Source: an optimization exercise on an open RTL-to-GDS flow (aim: small area). Production flows keep margins and buffers that such runs may drop. Function was checked by simulation only, so behaviour that the tests miss may differ from the original.

== v17 ==
==> flow/design.v (excerpt) <==
module inc_cond_mppt (
    input wire clk,
    input wire reset,
    input wire start,
    input wire [15:0] voltage_in,
    input wire [15:0] current_in,
    output wire [15:0] duty_cycle,
    output reg mpp_found,
    output wire [15:0] power_out
);
Size in the first run: ~630 cells after synthesis, roughly 0.0057 mm^2 of cells after synthesis.
export LEC_CHECK = 0
export CAP_MARGIN = 20
export CORE_MARGIN = 2
export CORE_UTILIZATION = 40
export SLEW_MARGIN = 20
create_clock -name core_clock -period 10.0 [get_ports {clk}]
standard.sh (not shown) runs the stock make flow with config.mk's settings and CLKGATE_MAP_FILE= SYNTH_SCRIPT=/design/flow/synth_recipe.tcl, a recipe that flattens the netlist after the stock synthesis.
==> flow/flow/run.sh <==
#!/bin/bash
# Layout flow: the standard ORFS flow, except that
#  - the cell modules of the RTL (mfa/mha adders, cx_a222oi selectors) are
#    mapped straight onto the sky130 cells (map.py), and Yosys's own
#    full-adder extraction is off (the design's adders are already explicit),
#  - ABC uses an area-oriented mapping script (abc.script), except for the
#    3a adder of the multiplier (module a3add), which is kept apart until
#    after mapping and mapped for delay (abc_a3.script),
#  - port buffers use the smallest buffer cell.
# Each tool's output goes to a log in this folder (make.log, orfs/logs/).
set -euo pipefail
W=$(pwd)
F=$W/flow
python3 $F/map.py $W/design.v $W/design_mapped.v
sed "s#^\(\s*\)log_cmd abc {\*}\$abc_args#\1log_cmd abc {*}[lreplace \$abc_args 1 1 $F/abc.script] $FLOW_TOP\n\1log_cmd abc {*}[lreplace \$abc_args 1 1 $F/abc_a3.script] a3add#" \
  $FLOW_HOME/scripts/synth.tcl > $W/flow_synth.tcl
grep -q "abc_a3.script" $W/flow_synth.tcl
sed "s#source \$::env(SCRIPTS_DIR)/synth.tcl#source $W/flow_synth.tcl#" $W/synth_recipe.tcl > $W/flow_synth_recipe.tcl
grep -q "flow_synth.tcl" $W/flow_synth_recipe.tcl
sed "s#^export VERILOG_FILES = .*#export VERILOG_FILES = $W/design_mapped.v#" $W/config.mk > $W/flow_config.mk
source $F/settings.sh
make -C $FLOW_HOME DESIGN_CONFIG=$W/flow_config.mk WORK_HOME=$W/orfs CLKGATE_MAP_FILE= \
  SYNTH_SCRIPT=$W/flow_synth_recipe.tcl ADDER_MAP_FILE= SYNTH_KEEP_MODULES=a3add \
  "${MAKE_ARGS[@]}" finish > $W/make.log 2>&1
: # left out here: write the final layout as DEF
==> flow/flow/abc.script <==
strash
dch -f
amap
topo
stime -c
Other scripts of this flow, unchanged in this note and not shown: flow/flow/abc_a3.script, flow/flow/map.py, flow/flow/place_pre.tcl, flow/flow/settings.sh
Modified inputs, v59 compared to v17
==> flow/flow/abc.script <==
strash
dch
map -a
topo
stime -c
## What came out
- Final-layout non-clock buffer area share: v59 vs v17 up 0.26 points
- Cmp v59 vs v17: area growth from synthesis to final layout higher in v59
- Comparing v59 and v17, the higher count of distinct cell types in the synthesized netlist was measured on v17.
- Initial standard-cell utilization of the core: v59 vs v17 — no meaningful difference
- In terms of sequential-to-total area share from yosys stat, v59 and v17 differ only marginally.
- Final cell count (v59 vs. v17) decreases slightly
- Delta (v59 minus v17): clock period minus worst slack has increased; timing-limited maximum frequency has decreased; hold slack has remained practically unchanged.
--- input diff v59..v35 ---
==> flow/flow/abc.script <==
strash
dch -f
map -a
strash
dch -f
map -a
topo
stime -c
Findings:
Both conditions hold for v59: the flow ran to the end and the final layout passed the timing, DRC and antenna checks.
In summary, v35 completed successfully, with a layout that passed the timing, DRC and antenna checks.
Relative to v59, non-clock inverter instance count of the final layout has increased by 6.8% in v35.
Floorplan die area: v35 vs v59 — no meaningful difference
v35: actual slew at the worst max-slew pin 0.12 ns above v59
Taking v59 as the reference, in v35 wire length closely matched the old numbers, global routing usage on met2 increased by 0.28 points relative to the old numbers.
Cell count along the critical path: v59 and v35 compared, higher one is v59

---

Setup of nickel:
inc_cond_mppt, a different RTL version from the one above (not shown whole).
Size: ~68 I/O pins.
export LEC_CHECK = 0
export CAP_MARGIN = 20
export CORE_MARGIN = 2
export CORE_UTILIZATION = 40
export SLEW_MARGIN = 20
create_clock -name core_clock -period 10.0 [get_ports {clk}]
==> flow/flow/run.sh <==
#!/bin/bash
# Layout flow: the standard ORFS flow, except that
#  - the adder cells mfa/mha of the RTL are mapped straight onto the
#    sky130 full/half adder cells (map.py), and Yosys's own full-adder
#    extraction is off (the design's adders are already explicit),
#  - ABC uses an area-oriented mapping script (abc.script),
#  - port buffers use the smallest buffer cell.
# Each tool's output goes to a log in this folder (make.log, orfs/logs/).
set -euo pipefail
W=$(pwd)
F=$W/flow
python3 $F/map.py $W/design.v $W/design_mapped.v
sed "s#^\(\s*\)log_cmd abc {\*}\$abc_args#\1log_cmd abc {*}[lreplace \$abc_args 1 1 $F/abc.script]#" \
  $FLOW_HOME/scripts/synth.tcl > $W/flow_synth.tcl
grep -q "lreplace" $W/flow_synth.tcl
sed "s#source \$::env(SCRIPTS_DIR)/synth.tcl#source $W/flow_synth.tcl#" $W/synth_recipe.tcl > $W/flow_synth_recipe.tcl
grep -q "flow_synth.tcl" $W/flow_synth_recipe.tcl
sed "s#^export VERILOG_FILES = .*#export VERILOG_FILES = $W/design_mapped.v#" $W/config.mk > $W/flow_config.mk
source $F/settings.sh
make -C $FLOW_HOME DESIGN_CONFIG=$W/flow_config.mk WORK_HOME=$W/orfs CLKGATE_MAP_FILE= \
  SYNTH_SCRIPT=$W/flow_synth_recipe.tcl ADDER_MAP_FILE= \
  "${MAKE_ARGS[@]}" finish > $W/make.log 2>&1
: # left out here: write the final layout as DEF
==> flow/flow/abc.script <==
strash
dch -f
map -a
topo
stime -c
==> flow/flow/map.py <==
#!/usr/bin/env python3
# Replace the bodies of the adder modules mfa/mha with sky130 cells.
import re, sys
src = open(sys.argv[1]).read()
cells = {
    'mfa': "  sky130_fd_sc_hd__fa_1 u (.A(a), .B(b), .CIN(c), .SUM(s), .COUT(co));\n",
    'mha': "  sky130_fd_sc_hd__ha_1 u (.A(a), .B(b), .SUM(s), .COUT(co));\n",
}
def rep(m):
    name, ports = m.group(1), m.group(2)
    if name in cells:
        return f"module {name}({ports});\n{cells[name]}endmodule"
    return m.group(0)
out = re.sub(r"module\s+(\w+)\s*\(([^;]*?)\);(.*?)endmodule", rep, src, flags=re.S)
open(sys.argv[2], 'w').write(out)
==> flow/flow/place_pre.tcl <==
# Buffer every input and output port (as the standard flow does), with a
# buffer cell sized for each side: inputs drive many loads, outputs one pin.
buffer_ports -inputs -buffer_cell sky130_fd_sc_hd__buf_1
buffer_ports -outputs -buffer_cell sky130_fd_sc_hd__buf_1
==> flow/flow/settings.sh <==
MAKE_ARGS=(CAP_MARGIN=20 CORE_MARGIN=2 CORE_UTILIZATION=40 SLEW_MARGIN=20
DONT_BUFFER_PORTS=1 PRE_GLOBAL_PLACE_TCL=$F/place_pre.tcl
"MIN_BUF_CELL_AND_PORTS=sky130_fd_sc_hd__buf_1 A X"
"GPL_TIMING_DRIVEN=0"
"CTS_BUF_LIST=sky130_fd_sc_hd__clkbuf_4 sky130_fd_sc_hd__clkbuf_8"
"SYNTH_INSBUF=0"
"SETUP_SLACK_MARGIN=-0.15"
)
Changes in ember relative to nickel:
--- a/flow/flow/run.sh
+++ b/flow/flow/run.sh
@@ -22 +22,4 @@
-  "${MAKE_ARGS[@]}" finish > $W/make.log 2>&1
+  "${MAKE_ARGS[@]}" SETUP_SLACK_MARGIN=$CTS_SETUP_MARGIN cts > $W/make.log 2>&1
+make -C $FLOW_HOME DESIGN_CONFIG=$W/flow_config.mk WORK_HOME=$W/orfs CLKGATE_MAP_FILE= \
+  SYNTH_SCRIPT=$W/flow_synth_recipe.tcl ADDER_MAP_FILE= \
+  "${MAKE_ARGS[@]}" SETUP_SLACK_MARGIN=$GRT_SETUP_MARGIN finish > $W/make_finish.log 2>&1
--- a/flow/flow/settings.sh
+++ b/flow/flow/settings.sh
@@ -5 +5 @@
-"CTS_BUF_LIST=sky130_fd_sc_hd__clkbuf_4 sky130_fd_sc_hd__clkbuf_8"
+"CTS_BUF_LIST=sky130_fd_sc_hd__clkbuf_8"
@@ -7 +6,0 @@
-"SETUP_SLACK_MARGIN=-0.15"
@@ -8,0 +8,2 @@
+CTS_SETUP_MARGIN=-0
+GRT_SETUP_MARGIN=-0.3
Results
Diff ember..nickel | wire length on met2 | negligible
Slowest library cell on the worst path = sky130_fd_sc_hd__a21oi_2: nickel; slowest library cell on the worst path = sky130_fd_sc_hd__fa_1: ember
Routed wire length: nickel vs ember, no meaningful difference
Looking at part of the cycle the worst path needs, ember sits above nickel.
Diff nickel and ember: setup slack after layout lower in ember
Summary of ember over nickel: worst hold slack has remained practically unchanged, number of cells upsized or downsized after cts has increased.
#### Input delta (umber over ember)
--- a/flow/flow/run.sh
+++ b/flow/flow/run.sh
@@ -22,4 +22 @@
-  "${MAKE_ARGS[@]}" SETUP_SLACK_MARGIN=$CTS_SETUP_MARGIN cts > $W/make.log 2>&1
-make -C $FLOW_HOME DESIGN_CONFIG=$W/flow_config.mk WORK_HOME=$W/orfs CLKGATE_MAP_FILE= \
-  SYNTH_SCRIPT=$W/flow_synth_recipe.tcl ADDER_MAP_FILE= \
-  "${MAKE_ARGS[@]}" SETUP_SLACK_MARGIN=$GRT_SETUP_MARGIN finish > $W/make_finish.log 2>&1
+  "${MAKE_ARGS[@]}" finish > $W/make.log 2>&1
--- a/flow/flow/settings.sh
+++ b/flow/flow/settings.sh
@@ -1 +1 @@
-MAKE_ARGS=(CAP_MARGIN=20 CORE_MARGIN=2 CORE_UTILIZATION=40 SLEW_MARGIN=20
+MAKE_ARGS=(CAP_MARGIN=20 CORE_MARGIN=2 CORE_UTILIZATION=75 SLEW_MARGIN=20
@@ -6,0 +7 @@
+"SETUP_SLACK_MARGIN=-0.15"
@@ -8,2 +8,0 @@
-CTS_SETUP_MARGIN=-0
-GRT_SETUP_MARGIN=-0.3
Results
Core utilization, umber and ember: smaller value in ember. Delta (umber minus ember): count of plain and timing-repair buffers has increased; starting density of the core has increased; final clock period utilization by the worst path has decreased. Going from ember to umber, wire length comparable, floorplan core area down about 46%, count of mapped cells out of synthesis held steady, final cell count has decreased.

---

Starting RTL as in the previous note.
Settings: LEC_CHECK=0, CAP_MARGIN=20, CORE_MARGIN=2, CORE_UTILIZATION=40, SLEW_MARGIN=20; clock period 10.0 ns.
==> flow/flow/run.sh <==
#!/bin/bash
# Layout flow: the standard ORFS flow, except that
#  - the adder cells mfa/mha of the RTL are mapped straight onto the
#    sky130 full/half adder cells (map.py), and Yosys's own full-adder
#    extraction is off (the design's adders are already explicit),
#  - ABC uses an area-oriented mapping script (abc.script),
#  - port buffers use the smallest buffer cell.
# Each tool's output goes to a log in this folder (make.log, orfs/logs/).
set -euo pipefail
W=$(pwd)
F=$W/flow
python3 $F/map.py $W/design.v $W/design_mapped.v
sed "s#^\(\s*\)log_cmd abc {\*}\$abc_args#\1log_cmd abc {*}[lreplace \$abc_args 1 1 $F/abc.script]#" \
  $FLOW_HOME/scripts/synth.tcl > $W/flow_synth.tcl
grep -q "lreplace" $W/flow_synth.tcl
sed "s#source \$::env(SCRIPTS_DIR)/synth.tcl#source $W/flow_synth.tcl#" $W/synth_recipe.tcl > $W/flow_synth_recipe.tcl
grep -q "flow_synth.tcl" $W/flow_synth_recipe.tcl
sed "s#^export VERILOG_FILES = .*#export VERILOG_FILES = $W/design_mapped.v#" $W/config.mk > $W/flow_config.mk
source $F/settings.sh
make -C $FLOW_HOME DESIGN_CONFIG=$W/flow_config.mk WORK_HOME=$W/orfs CLKGATE_MAP_FILE= \
  SYNTH_SCRIPT=$W/flow_synth_recipe.tcl ADDER_MAP_FILE= \
  "${MAKE_ARGS[@]}" finish > $W/make.log 2>&1
: # left out here: write the final layout as DEF
==> flow/flow/settings.sh <==
MAKE_ARGS=(CAP_MARGIN=20 CORE_MARGIN=2 CORE_UTILIZATION=40 SLEW_MARGIN=20
DONT_BUFFER_PORTS=1 PRE_GLOBAL_PLACE_TCL=$F/place_pre.tcl
"MIN_BUF_CELL_AND_PORTS=sky130_fd_sc_hd__buf_1 A X"
"GPL_TIMING_DRIVEN=0"
"CTS_BUF_LIST=sky130_fd_sc_hd__clkbuf_8"
"SYNTH_INSBUF=0"
"SETUP_SLACK_MARGIN=-0.25"
)
Scripts as last shown in full above: flow/flow/abc.script, flow/flow/map.py, flow/flow/place_pre.tcl
The baseline finished with timing, DRC and antenna clean.
Change:
==> flow/flow/settings.sh (replaced) <==
MAKE_ARGS=(CAP_MARGIN=20 CORE_MARGIN=2 CORE_UTILIZATION=60 SLEW_MARGIN=20
DONT_BUFFER_PORTS=1 PRE_GLOBAL_PLACE_TCL=$F/place_pre.tcl
"MIN_BUF_CELL_AND_PORTS=sky130_fd_sc_hd__buf_1 A X"
"GPL_TIMING_DRIVEN=0"
"CTS_BUF_LIST=sky130_fd_sc_hd__clkbuf_8"
"SYNTH_INSBUF=0"
"SETUP_SLACK_MARGIN=-0.15"
)
Synthesized cell count stays the same. Cell count shrinks by 7.7%. Design area shrinks by 1.3%. Setup slack improved by 0.11 ns. Routed wire length shrinks by 3.4%. Hold slack got worse by 0.014 ns. Area after synthesis is unchanged.
Change:
==> flow/flow/settings.sh (replaced) <==
MAKE_ARGS=(CAP_MARGIN=20 CORE_MARGIN=2 CORE_UTILIZATION=40 SLEW_MARGIN=20
DONT_BUFFER_PORTS=1 PRE_GLOBAL_PLACE_TCL=$F/place_pre.tcl
"MIN_BUF_CELL_AND_PORTS=sky130_fd_sc_hd__buf_1 A X"
"GPL_TIMING_DRIVEN=0"
"CTS_ARGS=-sink_clustering_enable -repair_clock_nets -sink_clustering_size 8 -sink_clustering_max_diameter 60 -buf_list sky130_fd_sc_hd__clkbuf_4 -root_buf sky130_fd_sc_hd__clkbuf_8"
"SYNTH_INSBUF=0"
"SETUP_SLACK_MARGIN=-0.15"
)
=> The changed run ran to the end with no violations. Non-clock buffer count drops by 1. Cell area increases by about 1%.

---

v34:
Starting RTL as in the previous note.
export LEC_CHECK = 0
export CAP_MARGIN = 20
export CORE_MARGIN = 2
export CORE_UTILIZATION = 40
export SLEW_MARGIN = 20
create_clock -name core_clock -period 10.0 [get_ports {clk}]
==> flow/flow/abc.script <==
strash
dch -f
map -a
strash
dch -f
map -a
topo
stime -c
==> flow/flow/settings.sh <==
MAKE_ARGS=(CAP_MARGIN=20 CORE_MARGIN=2 CORE_UTILIZATION=40 SLEW_MARGIN=20
DONT_BUFFER_PORTS=1 PRE_GLOBAL_PLACE_TCL=$F/place_pre.tcl
"MIN_BUF_CELL_AND_PORTS=sky130_fd_sc_hd__buf_1 A X"
"GPL_TIMING_DRIVEN=0"
"CTS_BUF_LIST=sky130_fd_sc_hd__clkbuf_8"
"SYNTH_INSBUF=0"
"SETUP_SLACK_MARGIN=-0.15"
)
Scripts as last shown in full above: flow/flow/run.sh, flow/flow/map.py, flow/flow/place_pre.tcl
v34 finished all stages; the layout is clean.
Input-level comparison between v55 and v34:
==> flow/flow/abc.script <==
strash
dch -f
map -a
topo
stime -c
-- flow/flow/settings.sh --
<<< v34, line 7
"SETUP_SLACK_MARGIN=-0.15"
)
>>> v55, line 7
"SETUP_SLACK_MARGIN=-0.15"
"SKIP_CTS_REPAIR_TIMING=1"
)
--- outcome ---
Changes observed in v55 relative to v34: critical path's largest stage delay has increased; sequential cell count has remained practically unchanged; width of the die has increased.
Relative to v55, the following input files were edited for v38:
-- flow/flow/settings.sh --
<<< v55, line 7
"SETUP_SLACK_MARGIN=-0.15"
"SKIP_CTS_REPAIR_TIMING=1"
)
>>> v38, line 7
"SETUP_SLACK_MARGIN=-0.15"
)
==> run summary <==
v38 was carried through to the last stage, and its layout satisfied the timing, DRC and antenna checks.
v55 → v38: sequential share of layout area moved up; worst hold slack flat.
[compare] base=v55 new=v38: post-route standard cell area excluding fillers shows a reduction of about 2.2%, area growth from synthesis to final layout shows a reduction of 2.5 points.

port drivers added, routing unchanged:
No port has a modelled driver above. Below, the same layouts with a new extraction and two added sets of constraints. Step 1 sets driving cells, clkbuf_16 on the clock port and buf_2 on the other inputs (assumed; they add their load-dependent delay and slew). Step 2 times the ports against the registers' clock, not the clock port: input delays grow and output delays shrink by t, the midpoint of the rising clock arrivals with the driver on. a / b / c = no drivers / after step 1 / after step 2; a / b = the first two.
| run | t, ns | setup slack, ns | hold slack, ns | worst setup path after step 2 | slew at the worst register clock pin (ns) |
|---|---|---|---|---|---|
| v17 | 0.338 | 0.256 / 0.232 / 0.232 | 0.414 / 0.414 / 0.414 | input to output | 0.10 / 0.10 |
| v59 | 0.331 | 0.220 / 0.194 / 0.194 | 0.412 / 0.412 / 0.412 | input to output | 0.10 / 0.10 |
| v35 | 0.333 | 0.160 / 0.138 / 0.138 | 0.413 / 0.413 / 0.413 | input to output | 0.09 / 0.09 |
| nickel | 0.317 | 0.214 / 0.185 / 0.185 | 0.424 / 0.424 / 0.424 | input to output | 0.08 / 0.08 |
| ember | 0.318 | 0.133 / 0.108 / 0.108 | 0.424 / 0.424 / 0.424 | input to output | 0.08 / 0.08 |
| umber | 0.322 | 0.159 / 0.136 / 0.136 | 0.404 / 0.404 / 0.404 | input to output | 0.08 / 0.08 |
| the first run of note 3 | 0.317 | 0.128 / 0.099 / 0.099 | 0.424 / 0.424 / 0.424 | input to output | 0.08 / 0.08 |
| the second run of note 3 | 0.328 | 0.238 / 0.215 / 0.215 | 0.411 / 0.411 / 0.411 | input to output | 0.09 / 0.09 |
| the third run of note 3 | 0.317 | 0.215 / 0.186 / 0.186 | 0.424 / 0.424 / 0.424 | input to output | 0.08 / 0.08 |
| v34 | 0.321 | 0.228 / 0.204 / 0.204 | 0.410 / 0.410 / 0.410 | input to output | 0.09 / 0.09 |
| v55 | 0.317 | 0.218 / 0.198 / 0.198 | 0.425 / 0.425 / 0.425 | input to output | 0.08 / 0.08 |
| v38 | 0.317 | 0.214 / 0.185 / 0.185 | 0.424 / 0.424 / 0.424 | input to output | 0.08 / 0.08 |
After both steps setup and hold are still met in every run listed.
